Context: an optimization exercise on an open-source flow, tuned for small area and a short achievable clock period. The choices shown serve that exercise and are no tape-out recipe.
No functional check of the RTL was part of any run shown here.

==> flow/design.v (outline; a module is shown in full before it is edited, if it fits) <==
// module FullAdd: 10 lines
// module HalfAdd: 9 lines
// module Multiplier_32bit: 1678 lines
module Multiplier_32bit(
    input  logic        clk,
    input  logic        rst,
    input  logic [31:0] in0,   
    input  logic [31:0] in1,   
    output logic        done,
    output logic [63:0] result
);
  // ...
==> flow/run.sh <==
#!/bin/bash
# synth_recipe.tcl (not shown) runs the flow's synth.tcl, then flattens the netlist and writes it again
# the make line also repeats each setting of config.mk as NAME=value (left out here)
make -C /OpenROAD-flow-scripts/flow DESIGN_CONFIG=/design/flow/config.mk WORK_HOME=/design/flow/orfs CLKGATE_MAP_FILE= SYNTH_SCRIPT=/design/flow/synth_recipe.tcl finish
==> flow/config.mk <==
export PLATFORM = sky130hd
export DESIGN_NAME = Multiplier_32bit
export DESIGN_NICKNAME = Multiplier_32bit
export VERILOG_FILES = /design/flow/design.v
export SDC_FILE = /design/flow/constraint.sdc
export NUM_CORES = 4
export LEC_CHECK = 0
export ABC_AREA = 1
export CAP_MARGIN = 20
export CORE_MARGIN = 2
export CORE_UTILIZATION = 40
export PLACE_DENSITY = 0.6
export SLEW_MARGIN = 20
export SYNTH_HIERARCHICAL = 1
==> flow/constraint.sdc <==
create_clock -name core_clock -period 28.0 [get_ports {clk}]
set_input_delay 5.6000 -clock core_clock [delete_from_list [all_inputs] [get_ports {clk}]]
set_output_delay 5.6000 -clock core_clock [all_outputs]
set_load 0.01 [all_outputs]
==> metrics.cfg, run 1 <==
[place]
dpl_cell_area_um2 = 31700
port-buffer-count = 130

[yosys]
synth_top_family_by_area = adder cells
yosysTopAreaCell = fa_1
synthAdderAreaFrac_pct = 33.5

[timing]
skew_ns = 0.0402
setup_viol = 0

[worst_setup_path]
crit_buf_inv = 1
crit_arrival_ns = 1.40
reg2reg_depth = 11
crit_family = buffers and inverters

[global_routing]
top_usage_layer = met2
grt_use_met2_pct = 40.9

[min_path]
hold_end = done_q[2]$_DFF_PN0_

[die]
tap_cells = 959
num_io_pins = 131

[cts]
cts_repair_resize_count = 0
postCtsSetupBuffers = 0

[finish]
finalNonFillerCells = 4422
reg_top3 = p_q (64), ra_q (63), rb_q (62)
clkbuf_count = 41

[routing]
wl_met2_um = 44900
finalWirelength_um = 105000

[outcome]
status = finished clean

==> run 2: changes to the inputs <==
--- a/flow/design.v
+++ b/flow/design.v
@@ -1685,13 +1685,805 @@
         rb_q[61] <= c971;
         ra_q[62] <= n16;
         rb_q[62] <= pp15[31];
     end
     logic [63:0] xa, xb;
     assign xa = {1'b1, ra_q[62], ra_q[61], ra_q[60], ra_q[59], ra_q[58], ra_q[57], ra_q[56], ra_q[55], ra_q[54], ra_q[53], ra_q[52], ra_q[51], ra_q[50], ra_q[49], ra_q[48], ra_q[47], ra_q[46], ra_q[45], ra_q[44], ra_q[43], ra_q[42], ra_q[41], ra_q[40], ra_q[39], ra_q[38], ra_q[37], ra_q[36], ra_q[35], ra_q[34], ra_q[33], ra_q[32], ra_q[31], ra_q[30], ra_q[29], ra_q[28], ra_q[27], ra_q[26], ra_q[25], ra_q[24], ra_q[23], ra_q[22], ra_q[21], ra_q[20], ra_q[19], ra_q[18], ra_q[17], ra_q[16], ra_q[15], ra_q[14], ra_q[13], ra_q[12], ra_q[11], ra_q[10], ra_q[9], ra_q[8], ra_q[7], ra_q[6], ra_q[5], ra_q[4], ra_q[3], ra_q[2], ra_q[1], ra_q[0]};
     assign xb = {1'b0, rb_q[62], rb_q[61], rb_q[60], rb_q[59], rb_q[58], rb_q[57], rb_q[56], rb_q[55], rb_q[54], rb_q[53], rb_q[52], rb_q[51], rb_q[50], rb_q[49], rb_q[48], rb_q[47], rb_q[46], rb_q[45], rb_q[44], rb_q[43], rb_q[42], rb_q[41], rb_q[40], rb_q[39], rb_q[38], rb_q[37], rb_q[36], rb_q[35], rb_q[34], rb_q[33], rb_q[32], rb_q[31], rb_q[30], rb_q[29], rb_q[28], rb_q[27], rb_q[26], rb_q[25], rb_q[24], rb_q[23], rb_q[22], rb_q[21], rb_q[20], rb_q[19], rb_q[18], rb_q[17], rb_q[16], rb_q[15], rb_q[14], rb_q[13], rb_q[12], rb_q[11], rb_q[10], rb_q[9], rb_q[8], rb_q[7], rb_q[6], rb_q[5], rb_q[4], rb_q[3], rb_q[2], 1'b0, rb_q[0]};
     logic [63:0] sum;
-    assign sum = xa + xb;
+    logic fp1;
+    logic fg2;
+    logic fp3;
+    logic fg4;
+    logic fp5;
+    logic fg6;
+    logic fp7;
+    logic fg8;
+    logic fp9;
+    logic fg10;
+    logic fp11;
+    logic fg12;
+    logic fp13;
+    logic fg14;
+    logic fp15;
+    logic fg16;
+    logic fp17;
+    logic fg18;
+    logic fp19;
+    logic fg20;
+    logic fp21;
+    logic fg22;
+    logic fp23;
+    logic fg24;
+    logic fp25;
+    logic fg26;
+    logic fp27;
+    logic fg28;
+    logic fp29;
+    logic fg30;
+    logic fp31;
+    logic fg32;
+    logic fp33;
+    logic fg34;
+    logic fp35;
+    logic fg36;
+    logic fp37;
+    logic fg38;
+    logic fp39;
+    logic fg40;
+    logic fp41;
+    logic fg42;
+    logic fp43;
+    logic fg44;
+    logic fp45;
+    logic fg46;
+    logic fp47;
+    logic fg48;
+    logic fp49;
+    logic fg50;
+    logic fp51;
+    logic fg52;
+    logic fp53;
+    logic fg54;
+    logic fp55;
+    logic fg56;
+    logic fp57;
+    logic fg58;
+    logic fp59;
+    logic fg60;
+    logic fp61;
+    logic fg62;
+    logic fp63;
+    logic fg64;
+    logic fp65;
+    logic fg66;
+    logic fp67;
+    logic fg68;
+    logic fp69;
+    logic fg70;
+    logic fp71;
+    logic fg72;
+    logic fp73;
+    logic fg74;
+    logic fp75;
+    logic fg76;
+    logic fp77;
+    logic fg78;
+    logic fp79;
+    logic fg80;
+    logic fp81;
+    logic fg82;
+    logic fp83;
+    logic fg84;
+    logic fp85;
+    logic fg86;
+    logic fp87;
+    logic fg88;
+    logic fp89;
+    logic fg90;
+    logic fp91;
+    logic fg92;
+    logic fp93;
+    logic fg94;
+    logic fp95;
+    logic fg96;
+    logic fp97;
+    logic fg98;
+    logic fp99;
+    logic fg100;
+    logic fp101;
+    logic fg102;
+    logic fp103;
+    logic fg104;
+    logic fp105;
+    logic fg106;
+    logic fp107;
+    logic fg108;
+    logic fp109;
+    logic fg110;
+    logic fp111;
+    logic fg112;
+    logic fp113;
+    logic fg114;
+    logic fp115;
+    logic fg116;
+    logic fp117;
+    logic fg118;
+    logic fp119;
+    logic fg120;
+    logic fp121;
+    logic fg122;
+    logic fp123;
+    logic fg124;
+    logic fg125;
+    logic fq126;
+    logic fg127;
+    logic fq128;
+    logic fg129;
+    logic fq130;
+    logic fg131;
+    logic fq132;
+    logic fg133;
+    logic fq134;
+    logic fg135;
+    logic fq136;
+    logic fg137;
+    logic fq138;
+    logic fg139;
+    logic fq140;
+    logic fg141;
+    logic fq142;
+    logic fg143;
+    logic fq144;
+    logic fg145;
+    logic fq146;
+    logic fg147;
+    logic fq148;
+    logic fg149;
+    logic fq150;
+    logic fg151;
+    logic fq152;
+    logic fg153;
+    logic fq154;
+    logic fg155;
+    logic fq156;
+    logic fg157;
+    logic fq158;
+    logic fg159;
+    logic fq160;
+    logic fg161;
+    logic fq162;
+    logic fg163;
+    logic fq164;
+    logic fg165;
+    logic fq166;
+    logic fg167;
+    logic fq168;
+    logic fg169;
+    logic fq170;
+    logic fg171;
+    logic fq172;
+    logic fg173;
+    logic fq174;
+    logic fg175;
+    logic fq176;
+    logic fg177;
+    logic fq178;
+    logic fg179;
+    logic fq180;
+    logic fg181;
+    logic fq182;
+    logic fg183;
+    logic fq184;
+    logic fg185;
+    logic fq186;
+    logic fg187;
+    logic fq188;
+    logic fg189;
+    logic fq190;
+    logic fg191;
+    logic fq192;
+    logic fg193;
+    logic fq194;
+    logic fg195;
+    logic fq196;
+    logic fg197;
+    logic fq198;
+    logic fg199;
+    logic fq200;
+    logic fg201;
+    logic fq202;
+    logic fg203;
+    logic fq204;
+    logic fg205;
+    logic fq206;
+    logic fg207;
+    logic fq208;
+    logic fg209;
+    logic fq210;
+    logic fg211;
+    logic fq212;
+    logic fg213;
+    logic fq214;
+    logic fg215;
+    logic fq216;
+    logic fg217;
+    logic fq218;
+    logic fg219;
+    logic fq220;
+    logic fg221;
+    logic fq222;
+    logic fg223;
+    logic fq224;
+    logic fg225;
+    logic fq226;
+    logic fg227;
+    logic fq228;
+    logic fg229;
+    logic fq230;
+    logic fg231;
+    logic fq232;
+    logic fg233;
+    logic fq234;
+    logic fg235;
+    logic fq236;
+    logic fg237;
+    logic fq238;
+    logic fg239;
+    logic fq240;
+    logic fg241;
+    logic fq242;
+    logic fg243;
+    logic fq244;
+    logic fg245;
+    logic fq246;
+    logic fg247;
+    logic fq248;
+    logic fg249;
+    logic fq250;
+    logic fg251;
+    logic fq252;
+    logic fg253;
+    logic fq254;
+    logic fg255;
+    logic fq256;
+    logic fg257;
+    logic fq258;
+    logic fg259;
+    logic fq260;
+    logic fg261;
+    logic fq262;
+    logic fg263;
+    logic fq264;
+    logic fg265;
+    logic fq266;
+    logic fg267;
+    logic fq268;
+    logic fg269;
+    logic fq270;
+    logic fg271;
+    logic fq272;
+    logic fg273;
+    logic fq274;
+    logic fg275;
+    logic fq276;
+    logic fg277;
+    logic fq278;
+    logic fg279;
+    logic fq280;
+    logic fg281;
+    logic fq282;
+    logic fg283;
+    logic fq284;
+    logic fg285;
+    logic fq286;
+    logic fg287;
+    logic fq288;
+    logic fg289;
+    logic fq290;
+    logic fg291;
+    logic fq292;
+    logic fg293;
+    logic fq294;
+    logic fg295;
+    logic fq296;
+    logic fg297;
+    logic fq298;
+    logic fg299;
+    logic fq300;
+    logic fg301;
+    logic fq302;
+    logic fg303;
+    logic fq304;
+    logic fg305;
+    logic fq306;
+    logic fg307;
+    logic fq308;
+    logic fg309;
+    logic fq310;
+    logic fg311;
+    logic fq312;
+    logic fg313;
+    logic fq314;
+    logic fg315;
+    logic fq316;
+    logic fg317;
+    logic fq318;
+    logic fg319;
+    logic fq320;
+    logic fg321;
+    logic fq322;
+    logic fg323;
+    logic fq324;
+    logic fg325;
+    logic fq326;
+    logic fg327;
+    logic fq328;
+    logic fg329;
+    logic fq330;
+    logic fg331;
+    logic fq332;
+    logic fg333;
+    logic fq334;
+    logic fg335;
+    logic fq336;
+    logic fg337;
+    logic fq338;
+    logic fg339;
+    logic fq340;
+    logic fg341;
+    logic fq342;
+    logic fg343;
+    logic fq344;
+    logic fg345;
+    logic fq346;
+    logic fg347;
+    logic fq348;
+    logic fg349;
+    logic fq350;
+    logic fg351;
+    logic fq352;
+    logic fg353;
+    logic fq354;
+    logic fg355;
+    logic fq356;
+    logic fg357;
+    logic fq358;
+    logic fg359;
+    logic fq360;
+    logic fg361;
+    logic fq362;
+    logic fg363;
+    logic fq364;
+    logic fo365;
+    logic fo366;
+    logic fo367;
+    logic fo368;
+    logic fo369;
+    logic fo370;
+    logic fo371;
+    logic fo372;
+    logic fo373;
+    logic fo374;
+    logic fo375;
+    logic fo376;
+    logic fo377;
+    logic fo378;
+    logic fo379;
+    logic fo380;
+    logic fo381;
+    logic fo382;
+    logic fo383;
+    logic fo384;
+    logic fo385;
+    logic fo386;
+    logic fo387;
+    logic fo388;
+    logic fo389;
+    logic fo390;
+    logic fo391;
+    logic fo392;
+    logic fo393;
+    logic fo394;
+    logic fo395;
+    logic fo396;
+    logic fo397;
+    logic fo398;
+    logic fo399;
+    logic fo400;
+    logic fo401;
+    logic fo402;
+    logic fo403;
+    logic fo404;
+    logic fo405;
+    logic fo406;
+    logic fo407;
+    logic fo408;
+    logic fo409;
+    logic fo410;
+    logic fo411;
+    logic fo412;
+    logic fo413;
+    logic fo414;
+    logic fo415;
+    logic fo416;
+    logic fo417;
+    logic fo418;
+    logic fo419;
+    logic fo420;
+    logic fo421;
+    logic fo422;
+    logic fo423;
+    logic fo424;
+    logic fo425;
+    logic fo426;
+    logic fo427;
+    HalfAdd u_fp1 (.a(ra_q[0]), .b(rb_q[0]), .s(fp1), .co(fg2));
+    HalfAdd u_fp3 (.a(ra_q[2]), .b(rb_q[2]), .s(fp3), .co(fg4));
+    HalfAdd u_fp5 (.a(ra_q[3]), .b(rb_q[3]), .s(fp5), .co(fg6));
+    HalfAdd u_fp7 (.a(ra_q[4]), .b(rb_q[4]), .s(fp7), .co(fg8));
+    HalfAdd u_fp9 (.a(ra_q[5]), .b(rb_q[5]), .s(fp9), .co(fg10));
+    HalfAdd u_fp11 (.a(ra_q[6]), .b(rb_q[6]), .s(fp11), .co(fg12));
+    HalfAdd u_fp13 (.a(ra_q[7]), .b(rb_q[7]), .s(fp13), .co(fg14));
+    HalfAdd u_fp15 (.a(ra_q[8]), .b(rb_q[8]), .s(fp15), .co(fg16));
+    HalfAdd u_fp17 (.a(ra_q[9]), .b(rb_q[9]), .s(fp17), .co(fg18));
+    HalfAdd u_fp19 (.a(ra_q[10]), .b(rb_q[10]), .s(fp19), .co(fg20));
+    HalfAdd u_fp21 (.a(ra_q[11]), .b(rb_q[11]), .s(fp21), .co(fg22));
+    HalfAdd u_fp23 (.a(ra_q[12]), .b(rb_q[12]), .s(fp23), .co(fg24));
+    HalfAdd u_fp25 (.a(ra_q[13]), .b(rb_q[13]), .s(fp25), .co(fg26));
+    HalfAdd u_fp27 (.a(ra_q[14]), .b(rb_q[14]), .s(fp27), .co(fg28));
+    HalfAdd u_fp29 (.a(ra_q[15]), .b(rb_q[15]), .s(fp29), .co(fg30));
+    HalfAdd u_fp31 (.a(ra_q[16]), .b(rb_q[16]), .s(fp31), .co(fg32));
+    HalfAdd u_fp33 (.a(ra_q[17]), .b(rb_q[17]), .s(fp33), .co(fg34));
+    HalfAdd u_fp35 (.a(ra_q[18]), .b(rb_q[18]), .s(fp35), .co(fg36));
+    HalfAdd u_fp37 (.a(ra_q[19]), .b(rb_q[19]), .s(fp37), .co(fg38));
+    HalfAdd u_fp39 (.a(ra_q[20]), .b(rb_q[20]), .s(fp39), .co(fg40));
+    HalfAdd u_fp41 (.a(ra_q[21]), .b(rb_q[21]), .s(fp41), .co(fg42));
+    HalfAdd u_fp43 (.a(ra_q[22]), .b(rb_q[22]), .s(fp43), .co(fg44));
+    HalfAdd u_fp45 (.a(ra_q[23]), .b(rb_q[23]), .s(fp45), .co(fg46));
+    HalfAdd u_fp47 (.a(ra_q[24]), .b(rb_q[24]), .s(fp47), .co(fg48));
+    HalfAdd u_fp49 (.a(ra_q[25]), .b(rb_q[25]), .s(fp49), .co(fg50));
+    HalfAdd u_fp51 (.a(ra_q[26]), .b(rb_q[26]), .s(fp51), .co(fg52));
+    HalfAdd u_fp53 (.a(ra_q[27]), .b(rb_q[27]), .s(fp53), .co(fg54));
+    HalfAdd u_fp55 (.a(ra_q[28]), .b(rb_q[28]), .s(fp55), .co(fg56));
+    HalfAdd u_fp57 (.a(ra_q[29]), .b(rb_q[29]), .s(fp57), .co(fg58));
+    HalfAdd u_fp59 (.a(ra_q[30]), .b(rb_q[30]), .s(fp59), .co(fg60));
+    HalfAdd u_fp61 (.a(ra_q[31]), .b(rb_q[31]), .s(fp61), .co(fg62));
+    HalfAdd u_fp63 (.a(ra_q[32]), .b(rb_q[32]), .s(fp63), .co(fg64));
+    HalfAdd u_fp65 (.a(ra_q[33]), .b(rb_q[33]), .s(fp65), .co(fg66));
+    HalfAdd u_fp67 (.a(ra_q[34]), .b(rb_q[34]), .s(fp67), .co(fg68));
+    HalfAdd u_fp69 (.a(ra_q[35]), .b(rb_q[35]), .s(fp69), .co(fg70));
+    HalfAdd u_fp71 (.a(ra_q[36]), .b(rb_q[36]), .s(fp71), .co(fg72));
+    HalfAdd u_fp73 (.a(ra_q[37]), .b(rb_q[37]), .s(fp73), .co(fg74));
+    HalfAdd u_fp75 (.a(ra_q[38]), .b(rb_q[38]), .s(fp75), .co(fg76));
+    HalfAdd u_fp77 (.a(ra_q[39]), .b(rb_q[39]), .s(fp77), .co(fg78));
+    HalfAdd u_fp79 (.a(ra_q[40]), .b(rb_q[40]), .s(fp79), .co(fg80));
+    HalfAdd u_fp81 (.a(ra_q[41]), .b(rb_q[41]), .s(fp81), .co(fg82));
+    HalfAdd u_fp83 (.a(ra_q[42]), .b(rb_q[42]), .s(fp83), .co(fg84));
+    HalfAdd u_fp85 (.a(ra_q[43]), .b(rb_q[43]), .s(fp85), .co(fg86));
+    HalfAdd u_fp87 (.a(ra_q[44]), .b(rb_q[44]), .s(fp87), .co(fg88));
+    HalfAdd u_fp89 (.a(ra_q[45]), .b(rb_q[45]), .s(fp89), .co(fg90));
+    HalfAdd u_fp91 (.a(ra_q[46]), .b(rb_q[46]), .s(fp91), .co(fg92));
+    HalfAdd u_fp93 (.a(ra_q[47]), .b(rb_q[47]), .s(fp93), .co(fg94));
+    HalfAdd u_fp95 (.a(ra_q[48]), .b(rb_q[48]), .s(fp95), .co(fg96));
+    HalfAdd u_fp97 (.a(ra_q[49]), .b(rb_q[49]), .s(fp97), .co(fg98));
+    HalfAdd u_fp99 (.a(ra_q[50]), .b(rb_q[50]), .s(fp99), .co(fg100));
+    HalfAdd u_fp101 (.a(ra_q[51]), .b(rb_q[51]), .s(fp101), .co(fg102));
+    HalfAdd u_fp103 (.a(ra_q[52]), .b(rb_q[52]), .s(fp103), .co(fg104));
+    HalfAdd u_fp105 (.a(ra_q[53]), .b(rb_q[53]), .s(fp105), .co(fg106));
+    HalfAdd u_fp107 (.a(ra_q[54]), .b(rb_q[54]), .s(fp107), .co(fg108));
+    HalfAdd u_fp109 (.a(ra_q[55]), .b(rb_q[55]), .s(fp109), .co(fg110));
+    HalfAdd u_fp111 (.a(ra_q[56]), .b(rb_q[56]), .s(fp111), .co(fg112));
+    HalfAdd u_fp113 (.a(ra_q[57]), .b(rb_q[57]), .s(fp113), .co(fg114));
+    HalfAdd u_fp115 (.a(ra_q[58]), .b(rb_q[58]), .s(fp115), .co(fg116));
+    HalfAdd u_fp117 (.a(ra_q[59]), .b(rb_q[59]), .s(fp117), .co(fg118));
+    HalfAdd u_fp119 (.a(ra_q[60]), .b(rb_q[60]), .s(fp119), .co(fg120));
+    HalfAdd u_fp121 (.a(ra_q[61]), .b(rb_q[61]), .s(fp121), .co(fg122));
+    HalfAdd u_fp123 (.a(ra_q[62]), .b(rb_q[62]), .s(fp123), .co(fg124));
+    assign fg125 = ra_q[1] & fg2;
+    assign fq126 = ra_q[1] & fp1;
+    assign fg127 = fg6 | (fp5 & fg4);
+    assign fq128 = fp5 & fp3;
+    assign fg129 = fg10 | (fp9 & fg8);
+    assign fq130 = fp9 & fp7;
+    assign fg131 = fg14 | (fp13 & fg12);
+    assign fq132 = fp13 & fp11;
+    assign fg133 = fg18 | (fp17 & fg16);
+    assign fq134 = fp17 & fp15;
+    assign fg135 = fg22 | (fp21 & fg20);
+    assign fq136 = fp21 & fp19;
+    assign fg137 = fg26 | (fp25 & fg24);
+    assign fq138 = fp25 & fp23;
+    assign fg139 = fg30 | (fp29 & fg28);
+    assign fq140 = fp29 & fp27;
+    assign fg141 = fg34 | (fp33 & fg32);
+    assign fq142 = fp33 & fp31;
+    assign fg143 = fg38 | (fp37 & fg36);
+    assign fq144 = fp37 & fp35;
+    assign fg145 = fg42 | (fp41 & fg40);
+    assign fq146 = fp41 & fp39;
+    assign fg147 = fg46 | (fp45 & fg44);
+    assign fq148 = fp45 & fp43;
+    assign fg149 = fg50 | (fp49 & fg48);
+    assign fq150 = fp49 & fp47;
+    assign fg151 = fg54 | (fp53 & fg52);
+    assign fq152 = fp53 & fp51;
+    assign fg153 = fg58 | (fp57 & fg56);
+    assign fq154 = fp57 & fp55;
+    assign fg155 = fg62 | (fp61 & fg60);
+    assign fq156 = fp61 & fp59;
+    assign fg157 = fg66 | (fp65 & fg64);
+    assign fq158 = fp65 & fp63;
+    assign fg159 = fg70 | (fp69 & fg68);
+    assign fq160 = fp69 & fp67;
+    assign fg161 = fg74 | (fp73 & fg72);
+    assign fq162 = fp73 & fp71;
+    assign fg163 = fg78 | (fp77 & fg76);
+    assign fq164 = fp77 & fp75;
+    assign fg165 = fg82 | (fp81 & fg80);
+    assign fq166 = fp81 & fp79;
+    assign fg167 = fg86 | (fp85 & fg84);
+    assign fq168 = fp85 & fp83;
+    assign fg169 = fg90 | (fp89 & fg88);
+    assign fq170 = fp89 & fp87;
+    assign fg171 = fg94 | (fp93 & fg92);
+    assign fq172 = fp93 & fp91;
+    assign fg173 = fg98 | (fp97 & fg96);
+    assign fq174 = fp97 & fp95;
+    assign fg175 = fg102 | (fp101 & fg100);
+    assign fq176 = fp101 & fp99;
+    assign fg177 = fg106 | (fp105 & fg104);
+    assign fq178 = fp105 & fp103;
+    assign fg179 = fg110 | (fp109 & fg108);
+    assign fq180 = fp109 & fp107;
+    assign fg181 = fg114 | (fp113 & fg112);
+    assign fq182 = fp113 & fp111;
+    assign fg183 = fg118 | (fp117 & fg116);
+    assign fq184 = fp117 & fp115;
+    assign fg185 = fg122 | (fp121 & fg120);
+    assign fq186 = fp121 & fp119;
+    assign fg187 = 1'b1 & fg124;
+    assign fq188 = 1'b1 & fp123;
+    assign fg189 = fg127 | (fq128 & fg125);
+    assign fq190 = fq128 & fq126;
+    assign fg191 = fg131 | (fq132 & fg129);
+    assign fq192 = fq132 & fq130;
+    assign fg193 = fg135 | (fq136 & fg133);
+    assign fq194 = fq136 & fq134;
+    assign fg195 = fg139 | (fq140 & fg137);
+    assign fq196 = fq140 & fq138;
+    assign fg197 = fg143 | (fq144 & fg141);
+    assign fq198 = fq144 & fq142;
+    assign fg199 = fg147 | (fq148 & fg145);
+    assign fq200 = fq148 & fq146;
+    assign fg201 = fg151 | (fq152 & fg149);
+    assign fq202 = fq152 & fq150;
+    assign fg203 = fg155 | (fq156 & fg153);
+    assign fq204 = fq156 & fq154;
+    assign fg205 = fg159 | (fq160 & fg157);
+    assign fq206 = fq160 & fq158;
+    assign fg207 = fg163 | (fq164 & fg161);
+    assign fq208 = fq164 & fq162;
+    assign fg209 = fg167 | (fq168 & fg165);
+    assign fq210 = fq168 & fq166;
+    assign fg211 = fg171 | (fq172 & fg169);
+    assign fq212 = fq172 & fq170;
+    assign fg213 = fg175 | (fq176 & fg173);
+    assign fq214 = fq176 & fq174;
+    assign fg215 = fg179 | (fq180 & fg177);
+    assign fq216 = fq180 & fq178;
+    assign fg217 = fg183 | (fq184 & fg181);
+    assign fq218 = fq184 & fq182;
+    assign fg219 = fg187 | (fq188 & fg185);
+    assign fq220 = fq188 & fq186;
+    assign fg221 = fg191 | (fq192 & fg189);
+    assign fq222 = fq192 & fq190;
+    assign fg223 = fg195 | (fq196 & fg193);
+    assign fq224 = fq196 & fq194;
+    assign fg225 = fg199 | (fq200 & fg197);
+    assign fq226 = fq200 & fq198;
+    assign fg227 = fg203 | (fq204 & fg201);
+    assign fq228 = fq204 & fq202;
+    assign fg229 = fg207 | (fq208 & fg205);
+    assign fq230 = fq208 & fq206;
+    assign fg231 = fg211 | (fq212 & fg209);
+    assign fq232 = fq212 & fq210;
+    assign fg233 = fg215 | (fq216 & fg213);
+    assign fq234 = fq216 & fq214;
+    assign fg235 = fg219 | (fq220 & fg217);
+    assign fq236 = fq220 & fq218;
+    assign fg237 = fg223 | (fq224 & fg221);
+    assign fq238 = fq224 & fq222;
+    assign fg239 = fg227 | (fq228 & fg225);
+    assign fq240 = fq228 & fq226;
+    assign fg241 = fg231 | (fq232 & fg229);
+    assign fq242 = fq232 & fq230;
+    assign fg243 = fg235 | (fq236 & fg233);
+    assign fq244 = fq236 & fq234;
+    assign fg245 = fg239 | (fq240 & fg237);
+    assign fq246 = fq240 & fq238;
+    assign fg247 = fg243 | (fq244 & fg241);
+    assign fq248 = fq244 & fq242;
+    assign fg249 = fg247 | (fq248 & fg245);
+    assign fq250 = fq248 & fq246;
+    assign fg251 = fg241 | (fq242 & fg245);
+    assign fq252 = fq242 & fq246;
+    assign fg253 = fg225 | (fq226 & fg237);
+    assign fq254 = fq226 & fq238;
+    assign fg255 = fg229 | (fq230 & fg245);
+    assign fq256 = fq230 & fq246;
+    assign fg257 = fg233 | (fq234 & fg251);
+    assign fq258 = fq234 & fq252;
+    assign fg259 = fg193 | (fq194 & fg221);
+    assign fq260 = fq194 & fq222;
+    assign fg261 = fg197 | (fq198 & fg237);
+    assign fq262 = fq198 & fq238;
+    assign fg263 = fg201 | (fq202 & fg253);
+    assign fq264 = fq202 & fq254;
+    assign fg265 = fg205 | (fq206 & fg245);
+    assign fq266 = fq206 & fq246;
+    assign fg267 = fg209 | (fq210 & fg255);
+    assign fq268 = fq210 & fq256;
+    assign fg269 = fg213 | (fq214 & fg251);
+    assign fq270 = fq214 & fq252;
+    assign fg271 = fg217 | (fq218 & fg257);
+    assign fq272 = fq218 & fq258;
+    assign fg273 = fg129 | (fq130 & fg189);
+    assign fq274 = fq130 & fq190;
+    assign fg275 = fg133 | (fq134 & fg221);
+    assign fq276 = fq134 & fq222;
+    assign fg277 = fg137 | (fq138 & fg259);
+    assign fq278 = fq138 & fq260;
+    assign fg279 = fg141 | (fq142 & fg237);
+    assign fq280 = fq142 & fq238;
+    assign fg281 = fg145 | (fq146 & fg261);
+    assign fq282 = fq146 & fq262;
+    assign fg283 = fg149 | (fq150 & fg253);
+    assign fq284 = fq150 & fq254;
+    assign fg285 = fg153 | (fq154 & fg263);
+    assign fq286 = fq154 & fq264;
+    assign fg287 = fg157 | (fq158 & fg245);
+    assign fq288 = fq158 & fq246;
+    assign fg289 = fg161 | (fq162 & fg265);
+    assign fq290 = fq162 & fq266;
+    assign fg291 = fg165 | (fq166 & fg255);
+    assign fq292 = fq166 & fq256;
+    assign fg293 = fg169 | (fq170 & fg267);
+    assign fq294 = fq170 & fq268;
+    assign fg295 = fg173 | (fq174 & fg251);
+    assign fq296 = fq174 & fq252;
+    assign fg297 = fg177 | (fq178 & fg269);
+    assign fq298 = fq178 & fq270;
+    assign fg299 = fg181 | (fq182 & fg257);
+    assign fq300 = fq182 & fq258;
+    assign fg301 = fg185 | (fq186 & fg271);
+    assign fq302 = fq186 & fq272;
+    assign fg303 = fg4 | (fp3 & fg125);
+    assign fq304 = fp3 & fq126;
+    assign fg305 = fg8 | (fp7 & fg189);
+    assign fq306 = fp7 & fq190;
+    assign fg307 = fg12 | (fp11 & fg273);
+    assign fq308 = fp11 & fq274;
+    assign fg309 = fg16 | (fp15 & fg221);
+    assign fq310 = fp15 & fq222;
+    assign fg311 = fg20 | (fp19 & fg275);
+    assign fq312 = fp19 & fq276;
+    assign fg313 = fg24 | (fp23 & fg259);
+    assign fq314 = fp23 & fq260;
+    assign fg315 = fg28 | (fp27 & fg277);
+    assign fq316 = fp27 & fq278;
+    assign fg317 = fg32 | (fp31 & fg237);
+    assign fq318 = fp31 & fq238;
+    assign fg319 = fg36 | (fp35 & fg279);
+    assign fq320 = fp35 & fq280;
+    assign fg321 = fg40 | (fp39 & fg261);
+    assign fq322 = fp39 & fq262;
+    assign fg323 = fg44 | (fp43 & fg281);
+    assign fq324 = fp43 & fq282;
+    assign fg325 = fg48 | (fp47 & fg253);
+    assign fq326 = fp47 & fq254;
+    assign fg327 = fg52 | (fp51 & fg283);
+    assign fq328 = fp51 & fq284;
+    assign fg329 = fg56 | (fp55 & fg263);
+    assign fq330 = fp55 & fq264;
+    assign fg331 = fg60 | (fp59 & fg285);
+    assign fq332 = fp59 & fq286;
+    assign fg333 = fg64 | (fp63 & fg245);
+    assign fq334 = fp63 & fq246;
+    assign fg335 = fg68 | (fp67 & fg287);
+    assign fq336 = fp67 & fq288;
+    assign fg337 = fg72 | (fp71 & fg265);
+    assign fq338 = fp71 & fq266;
+    assign fg339 = fg76 | (fp75 & fg289);
+    assign fq340 = fp75 & fq290;
+    assign fg341 = fg80 | (fp79 & fg255);
+    assign fq342 = fp79 & fq256;
+    assign fg343 = fg84 | (fp83 & fg291);
+    assign fq344 = fp83 & fq292;
+    assign fg345 = fg88 | (fp87 & fg267);
+    assign fq346 = fp87 & fq268;
+    assign fg347 = fg92 | (fp91 & fg293);
+    assign fq348 = fp91 & fq294;
+    assign fg349 = fg96 | (fp95 & fg251);
+    assign fq350 = fp95 & fq252;
+    assign fg351 = fg100 | (fp99 & fg295);
+    assign fq352 = fp99 & fq296;
+    assign fg353 = fg104 | (fp103 & fg269);
+    assign fq354 = fp103 & fq270;
+    assign fg355 = fg108 | (fp107 & fg297);
+    assign fq356 = fp107 & fq298;
+    assign fg357 = fg112 | (fp111 & fg257);
+    assign fq358 = fp111 & fq258;
+    assign fg359 = fg116 | (fp115 & fg299);
+    assign fq360 = fp115 & fq300;
+    assign fg361 = fg120 | (fp119 & fg271);
+    assign fq362 = fp119 & fq272;
+    assign fg363 = fg124 | (fp123 & fg301);
+    assign fq364 = fp123 & fq302;
+    assign fo365 = ra_q[1] ^ fg2;
+    assign fo366 = fp3 ^ fg125;
+    assign fo367 = fp5 ^ fg303;
+    assign fo368 = fp7 ^ fg189;
+    assign fo369 = fp9 ^ fg305;
+    assign fo370 = fp11 ^ fg273;
+    assign fo371 = fp13 ^ fg307;
+    assign fo372 = fp15 ^ fg221;
+    assign fo373 = fp17 ^ fg309;
+    assign fo374 = fp19 ^ fg275;
+    assign fo375 = fp21 ^ fg311;
+    assign fo376 = fp23 ^ fg259;
+    assign fo377 = fp25 ^ fg313;
+    assign fo378 = fp27 ^ fg277;
+    assign fo379 = fp29 ^ fg315;
+    assign fo380 = fp31 ^ fg237;
+    assign fo381 = fp33 ^ fg317;
+    assign fo382 = fp35 ^ fg279;
+    assign fo383 = fp37 ^ fg319;
+    assign fo384 = fp39 ^ fg261;
+    assign fo385 = fp41 ^ fg321;
+    assign fo386 = fp43 ^ fg281;
+    assign fo387 = fp45 ^ fg323;
+    assign fo388 = fp47 ^ fg253;
+    assign fo389 = fp49 ^ fg325;
+    assign fo390 = fp51 ^ fg283;
+    assign fo391 = fp53 ^ fg327;
+    assign fo392 = fp55 ^ fg263;
+    assign fo393 = fp57 ^ fg329;
+    assign fo394 = fp59 ^ fg285;
+    assign fo395 = fp61 ^ fg331;
+    assign fo396 = fp63 ^ fg245;
+    assign fo397 = fp65 ^ fg333;
+    assign fo398 = fp67 ^ fg287;
+    assign fo399 = fp69 ^ fg335;
+    assign fo400 = fp71 ^ fg265;
+    assign fo401 = fp73 ^ fg337;
+    assign fo402 = fp75 ^ fg289;
+    assign fo403 = fp77 ^ fg339;
+    assign fo404 = fp79 ^ fg255;
+    assign fo405 = fp81 ^ fg341;
+    assign fo406 = fp83 ^ fg291;
+    assign fo407 = fp85 ^ fg343;
+    assign fo408 = fp87 ^ fg267;
+    assign fo409 = fp89 ^ fg345;
+    assign fo410 = fp91 ^ fg293;
+    assign fo411 = fp93 ^ fg347;
+    assign fo412 = fp95 ^ fg251;
+    assign fo413 = fp97 ^ fg349;
+    assign fo414 = fp99 ^ fg295;
+    assign fo415 = fp101 ^ fg351;
+    assign fo416 = fp103 ^ fg269;
+    assign fo417 = fp105 ^ fg353;
+    assign fo418 = fp107 ^ fg297;
+    assign fo419 = fp109 ^ fg355;
+    assign fo420 = fp111 ^ fg257;
+    assign fo421 = fp113 ^ fg357;
+    assign fo422 = fp115 ^ fg299;
+    assign fo423 = fp117 ^ fg359;
+    assign fo424 = fp119 ^ fg271;
+    assign fo425 = fp121 ^ fg361;
+    assign fo426 = fp123 ^ fg301;
+    assign fo427 = 1'b1 ^ fg363;
+    assign sum = {fo427, fo426, fo425, fo424, fo423, fo422, fo421, fo420, fo419, fo418, fo417, fo416, fo415, fo414, fo413, fo412, fo411, fo410, fo409, fo408, fo407, fo406, fo405, fo404, fo403, fo402, fo401, fo400, fo399, fo398, fo397, fo396, fo395, fo394, fo393, fo392, fo391, fo390, fo389, fo388, fo387, fo386, fo385, fo384, fo383, fo382, fo381, fo380, fo379, fo378, fo377, fo376, fo375, fo374, fo373, fo372, fo371, fo370, fo369, fo368, fo367, fo366, fo365, fp1};
     logic [63:0] p_q;
     always_ff @(posedge clk) p_q <= sum;
     assign result = p_q;
 endmodule
==> metrics.cfg, run 2 <==
[yosys]
synth.avg_cell_area_um2 = 10.1
synth_most_common_cell = xor2_1
ys_async_sr_fraction_pct = 1.17
ys_types = 36
synth_nets = 3244
synth_top_area_share_pct = 32.4
synth_commonest_cells = xor2_1 (482), o22ai_1 (465), fa_1 (427)
synthFlopType = dfxtp_1
ys_seq_area_share_pct = 19.5
syn-cell-area_um2 = 26400
synth_edf_count = 0
synth_area_leaders = fa_1 (32%), dfxtp_1 (19%), xor2_1 (16%)
netlist_instances = 2609
yosys_warnings = 7
yosysTopAreaCell = fa_1
ys_ff_latch = 256

[finish]
ff_latch_area_um2 = 5160
postLayoutCoreUtil_pct = 45.1
largest_reg_flops = 64
finalInstanceArea_um2 = 29500
syn_to_final_growth_pct = 11.9
n_fill_cell = 6074
layout_commonest_cell = xor2_1
multi_input_area_um2 = 19900
fin_nets = 3228
layout-drive-gt1-share_pct = 7.60
n_antenna_cell = 0
top_register = p_q
reg_top3 = p_q (64), ra_q (63), rb_q (62)
layout_common_cells = xor2_1 (482), o22ai_1 (465), fa_1 (427)

[worst_setup_path]
crit_slowest_cell = clkdlybuf4s50_1
critPathMaxFanout = 1
r2r_slack_ns = 22.13
path_class = register to output pin
crit_buf_inv = 1  ; unchanged
critical_path_depth = 1
crit_arrival_ns = 1.50  ; +0.10 ns
rr_endpoint = ra_q[34]$_DFF_P_
endpoint_kind = output pin
reg2reg_depth = 11  ; unchanged
worst_ep_required_time_ns = 22.40
path_cells = clkdlybuf4s50_1
rr_startpoint = b_q[11]$_DFF_P_
cp-start-kind = register
crit_family = buffers and inverters
critical-path-max-stage-delay_ns = 0.53

[die]
num_io_pins = 131  ; unchanged
die-area_um2 = 68000
core_um2 = 65500
fp-row-count = 94
start_util_pct = 40.3
die_h_um = 261
die_w_um = 261

[global_routing]
first_global_vias = 22600
grt_max_degree = 64
antenna_found_initial = 0
track_usage_pct = 25.5
grt_pass1_wl_um = 133000
grt-ovfl-total = 0

[timing]
timing.final.crit_share_pct = 25.3
tightest_slew_ns = 1.18
slew_headroom_pct = 21.2
fin_setup_tns_ns = 0
setup_viol = 0  ; unchanged
period_minus_slack_ns = 7.10
skew_ns = 0.0390  ; -0.00111 ns
max_freq_ghz = 0.141
final_max_slew_viol_count = 0
final_hold_viol_count = 0
grt_setup_unrepaired = false

[routing]
vias = 21000
drtAntennaViolNets = 0
vias_per_cell = 6.04
drt_first_pass_iters = 9
drc = 0
finalWirelength_um = 86200  ; -18%
wl_per_cell_um = 24.8
drtIter0Drc = 2353

[place]
dpl_cell_area_um2 = 28500  ; -10%
gp_congestion = 0.885
place_hpwl_um = 58000
port-buffer-count = 130  ; unchanged

[min_path]
hold_end = done_q[1]$_DFF_PN0_
min_path_type = register to register
whs_path_depth = 0
min_from = done_q[0]$_DFF_PN0_

[cts]
cts_repair_resize_count = 0  ; unchanged
clock_path_buffers = 3
clkTransAtPathRegs_ns = 0.06
cts_max_level = 1
cts_buffers = 31
cts_root_buf = clkbuf_16
ctsHoldBuffers = 0
cts.sinks = 256
cts_tree = built
postCtsSetupBuffers = 0  ; unchanged
clock_latency_ns = 0.65

[outcome]
status = finished clean

[flow_run]
maxCapViolations = 0

## run 2: cell count changes after synthesis, moves of 14 or more
cell,change
nand3_1,-29
nor2_1,-32
inv_1,-266
nand2_1,-487
o22ai_1,-30
xor2_1,-60
clkbuf_1,+57
ha_1,+31
xnor2_1,+29
o21ai_1,-14
buf_2,-64
o21ai_0,+40
## run 2: worst max path at each step
stage | endpoint | slack, ns | start
2_1_floorplan | done | 22.02 | done_q[2]$_DFF_PN0_
3_5_place_dp | result[12] | 21.57 | p_q[12]$_DFF_P_
3_3_place_gp | done | 21.57 | done_q[2]$_DFF_PN0_
6_report | result[49] | 20.90 | p_q[49]$_DFF_P_
4_1_cts | result[51] | 20.87 | p_q[51]$_DFF_P_
5_1_grt | result[49] | 20.82 | p_q[49]$_DFF_P_
## run 2: modules after synthesis, one instance, submodules excluded
module	copies in the design	cells
FullAdd	427	1
Multiplier_32bit	1	2080
HalfAdd	102	1
## run 2: layer usage
metal / GRT usage (%) / wire, um / up-vias
met5: 0 / 0 / -
li1: - / - / 8806
met2: 41.1 / 39900 / 1459
met4: 12.5 / 4460 / 0
met1: 31.9 / 32400 / 10400
met3: 6.18 / 9430 / 365
## run 2: kinds of logic after synthesis
| logic type | share of synthesized area (%) |
|---|---|
| flops | 19.5 |
| buf+inv | 5.54 |
| other cells | 0.0142 |
| fa+ha+maj | 39.1 |
| compound gates | 14.3 |
| simple gates | 4.57 |
| xor+xnor | 17.0 |
## run 2: layout make-up
| cell class | instances | area share (%) |
|---|---|---|
| Tap cell | 864 | 3.66 |
| Inverter | 111 | 1.41 |
| Timing Repair Buffer | 211 | 6.47 |
| Clock buffer | 42 | 3.00 |
| Clock inverter | 16 | 0.508 |
| Multi-Input combinational cell | 1982 | 67.5 |
| Sequential cell | 256 | 17.5 |
## run 2: stage by stage
stage / hold WS [ns] / cells / setup slack (ns)
6_report: 0.360 / 3482 / 20.90
3_3_place_gp: 0.341 / 3424 / 21.57
3_5_place_dp: 0.342 / 3424 / 21.57
5_1_grt: 0.378 / 3482 / 20.82
4_1_cts: 0.368 / 3482 / 20.87
2_1_floorplan: 0.331 / 2609 / 22.02
==> run 3: changes to the inputs <==
==> flow/flow/run.sh (new file) <==
#!/bin/bash
set -euo pipefail
export BUFFER_PORTS_ARGS="-buffer_cell sky130_fd_sc_hd__buf_2"
bash standard.sh > standard_flow.log 2>&1
==> flow/standard.sh (new file) <==
#!/bin/bash
# synth_recipe.tcl (not shown) runs the flow's synth.tcl, then flattens the netlist and writes it again
# the make line also repeats each setting of config.mk as NAME=value (left out here)
make -C /OpenROAD-flow-scripts/flow DESIGN_CONFIG=/design/flow/config.mk WORK_HOME=/design/flow/orfs CLKGATE_MAP_FILE= SYNTH_SCRIPT=/design/flow/synth_recipe.tcl "${@:-finish}"
removed: flow/run.sh
==> metrics.cfg, run 3 <==
[outcome]
status = finished clean

[cts]
cts_buffers = 29  ; -6.5%
postCtsSetupBuffers = 0  ; unchanged
clock_latency_ns = 0.60  ; -0.05 ns
ctsHoldBuffers = 0  ; unchanged
cts_max_level = 1  ; unchanged
cts.sinks = 256  ; unchanged
cts_root_buf = clkbuf_16
clock_path_buffers = 3  ; unchanged
clkTransAtPathRegs_ns = 0.06  ; about the same
cts_tree = built
cts_repair_resize_count = 0  ; unchanged

[routing]
drtIter0Drc = 2397  ; +1.9%
vias_per_cell = 6.01  ; -0.52%
drtAntennaViolNets = 0  ; unchanged
finalWirelength_um = 84300  ; -2.2%
drt_first_pass_iters = 8  ; -1
vias = 20900  ; -0.72%
wl_per_cell_um = 24.3  ; -2.0%
drc = 0  ; unchanged

[yosys]
synthFlopType = dfxtp_1
synth_commonest_cells = xor2_1 (482), o22ai_1 (465), fa_1 (427)
synth_nets = 3244  ; unchanged
synth-xor-area-share_pct = 17.0  ; unchanged
ys_seq_area_share_pct = 19.5  ; unchanged
ys_ff_latch = 256  ; unchanged
synth_most_common_cell = xor2_1
muxShareOfSynthArea_pct = 0  ; unchanged
synth_top_area_share_pct = 32.4  ; unchanged
synthSimpleGateAreaFrac_pct = 4.57  ; unchanged
synth.avg_cell_area_um2 = 10.1  ; unchanged
yosysTopAreaCell = fa_1
yosys_warnings = 7  ; unchanged
synth_compound_area_share_pct = 14.3  ; unchanged
ys_types = 36  ; unchanged
ys_async_sr_fraction_pct = 1.17  ; unchanged
synth_area_leaders = fa_1 (32%), dfxtp_1 (19%), xor2_1 (16%)
synthAdderAreaFrac_pct = 39.1  ; unchanged
netlist_instances = 2609  ; unchanged
synth_edf_count = 0  ; unchanged
synth_top_family_by_area = adder cells
syn-cell-area_um2 = 26400  ; unchanged

[die]
die_h_um = 261  ; unchanged
die-area_um2 = 68000  ; unchanged
start_util_pct = 40.3  ; unchanged
fp-row-count = 94  ; unchanged
die_w_um = 261  ; unchanged
num_io_pins = 131  ; unchanged
core_um2 = 65500  ; unchanged

[timing]
setup_viol = 0  ; unchanged
slew_headroom_pct = 24.2  ; +3.0 points
max_freq_ghz = 0.150  ; +6.6%
final_hold_viol_count = 0  ; unchanged
tightest_slew_ns = 1.13  ; -0.0443 ns
timing.final.crit_share_pct = 23.8  ; -1.6 points
fin_setup_tns_ns = 0  ; unchanged
period_minus_slack_ns = 6.66  ; -0.437 ns
skew_ns = 0.0251  ; -0.0139 ns
final_max_slew_viol_count = 0  ; unchanged
grt_setup_unrepaired = false

[finish]
fin_nets = 3224  ; -0.12%
syn_to_final_growth_pct = 9.22
layout-drive-gt1-share_pct = 12.4  ; +4.8 points
layout_common_cells = xor2_1 (482), o22ai_1 (465), fa_1 (427)
top_register = p_q
layout_commonest_cell = xor2_1
finalInstanceArea_um2 = 28800  ; -2.4%
multi_input_area_um2 = 19900  ; unchanged
largest_reg_flops = 64  ; unchanged
n_fill_cell = 6179  ; +1.7%
ff_latch_area_um2 = 5160  ; unchanged
reg_top3 = p_q (64), ra_q (63), rb_q (62)
finalNonFillerCells = 3475  ; -0.20%
n_antenna_cell = 0  ; unchanged

[worst_setup_path]
crit_arrival_ns = 1.06  ; -0.44 ns
critPathMaxFanout = 1  ; unchanged
endpoint_kind = output pin
worst_ep_required_time_ns = 22.40  ; about the same
cp-start-kind = register
crit_buf_inv = 1  ; unchanged
crit_family = flip-flops
critical-path-max-stage-delay_ns = 0.35  ; -0.18 ns
path_class = register to output pin
path_cells = buf_2
crit_slowest_cell = dfrtp_1

[global_routing]
grt_max_degree = 64  ; unchanged
track_usage_pct = 24.8  ; -0.64 points
antenna_found_initial = 0  ; unchanged
grt-ovfl-total = 0  ; unchanged
first_global_vias = 22100  ; -2.4%
grt_pass1_wl_um = 130000  ; -2.2%

[place]
placed_cells = 3422  ; -0.058%
port-buffer-count = 130  ; unchanged
place_hpwl_um = 57200  ; -1.5%
gp_congestion = 0.903  ; +2.1%
dpl_cell_area_um2 = 27800  ; -2.3%

[flow_run]
maxCapViolations = 0  ; unchanged

[min_path]
min_path_type = register to register

==> run 3: cell types whose count changed in the layout (fill, tap and decap cells not counted), sizes merged <==
| cell | before | now |
|---|---|---|
| clkinv | 12 | 7 |
| clkbuf | 42 | 36 |
| clkinvlp | 0 | 5 |
| buf | 81 | 209 |
| inv | 114 | 113 |
| clkdlybuf4s50 | 130 | 0 |
| bufinv | 1 | 3 |
==> run 3: area by class of cell <==
cell class,count,share of cell area (%)
multi-input cells,1982,69.1
clock buffers,36,2.75
repair buffers,209,4.31
flip-flops and latches,256,17.9
inverters,111,1.45
well taps,864,3.75
clock inverters,17,0.703
==> run 3: logic make-up after synthesis <==
kind of cell,Yosys count
AOI/OAI and AO/OA,616
adders and majority gates,569
xor gates and xnor gates,511
buffers and inverters,371
and+or+nand+nor,285
DFF,256
other,1
==> run 3: worst paths after layout <==
kind | startpoint | endpoint | slack, ns | cells after the start
worst max-delay path | done_q[2]$_DFF_PN0_ | done | 21.34 | 1
worst min-delay path | done_q[1]$_DFF_PN0_ | done_q[2]$_DFF_PN0_ | 0.35 | 0
worst max register to register | b_q[11]$_DFF_P_ | ra_q[38]$_DFF_P_ | 22.20 | 11
worst min register to register | done_q[1]$_DFF_PN0_ | done_q[2]$_DFF_PN0_ | 0.35 | 0
max in group asynchronous | rst | done_q[0]$_DFF_PN0_ | 23.10 | 1
min in group asynchronous | rst | done_q[0]$_DFF_PN0_ | 4.80 | 1
==> run 3: per-module statistics from Yosys (local to each module, per instance) <==
module	cells inside	flops+latches	area [um2]
Multiplier_32bit	2080	256	16600
FullAdd	1	0	20.0
HalfAdd	1	0	12.5
==> run 3: worst register-to-register path: stages, from the launching register on <==
cell,delay (ns)
dfxtp_2,0.32
buf_4,0.56
inv_1,0.26
o21ai_4,0.89
o22ai_1,0.21
xor2_1,0.28
fa_1,0.48
fa_1,0.56
fa_1,0.58
fa_1,0.53
fa_1,0.52
fa_1,0.48
==> run 3: per-stage QoR <==
stage               setup slack (ns)  hold slack [ns]  utilization, %
floorplan                      22.02            0.331               -
global placement               21.93            0.339            42.5
detailed placement             21.94            0.339            42.5
CTS                            21.28            0.357            44.0
global route                   21.28            0.358            44.0
finish                         21.34            0.352            44.0
==> run 3: routing by layer <==
layer	wire length [um]	track usage, %
met1	31800	31.0
met2	38100	39.2
met3	9150	6.42
met4	5320	13.7
met5	0	0

afterwards: timing with drivers on the ports:
No port has a modelled driver above. Below, the same layouts with a new extraction and two added sets of constraints. Step 1, drivers: a clkbuf_16 drives clk and a buf_2 each remaining input, both assumed. Step 2 adds t to the input delays and takes it off the output delays; t is the mean of the earliest and latest rising clock arrival at the registers after step 1. Input paths then give back, and output paths get back, about the clock's delay inside the block. a / b / c = ideal ports / drivers / drivers and shift; a / b = the first two.
run | t, ns | slack for setup (ns) | worst hold slack (ns) | worst setup path at the end
run 1 | 0.619 | 20.997 / 20.936 / 21.555 | 0.354 / 0.354 / 0.354 | register to output
run 2 | 0.695 | 20.904 / 20.839 / 21.534 | 0.360 / 0.360 / 0.360 | register to output
run 3 | 0.649 | 21.342 / 21.278 / 21.927 | 0.352 / 0.352 / 0.352 | register to output
After both steps every run listed still meets setup and hold.
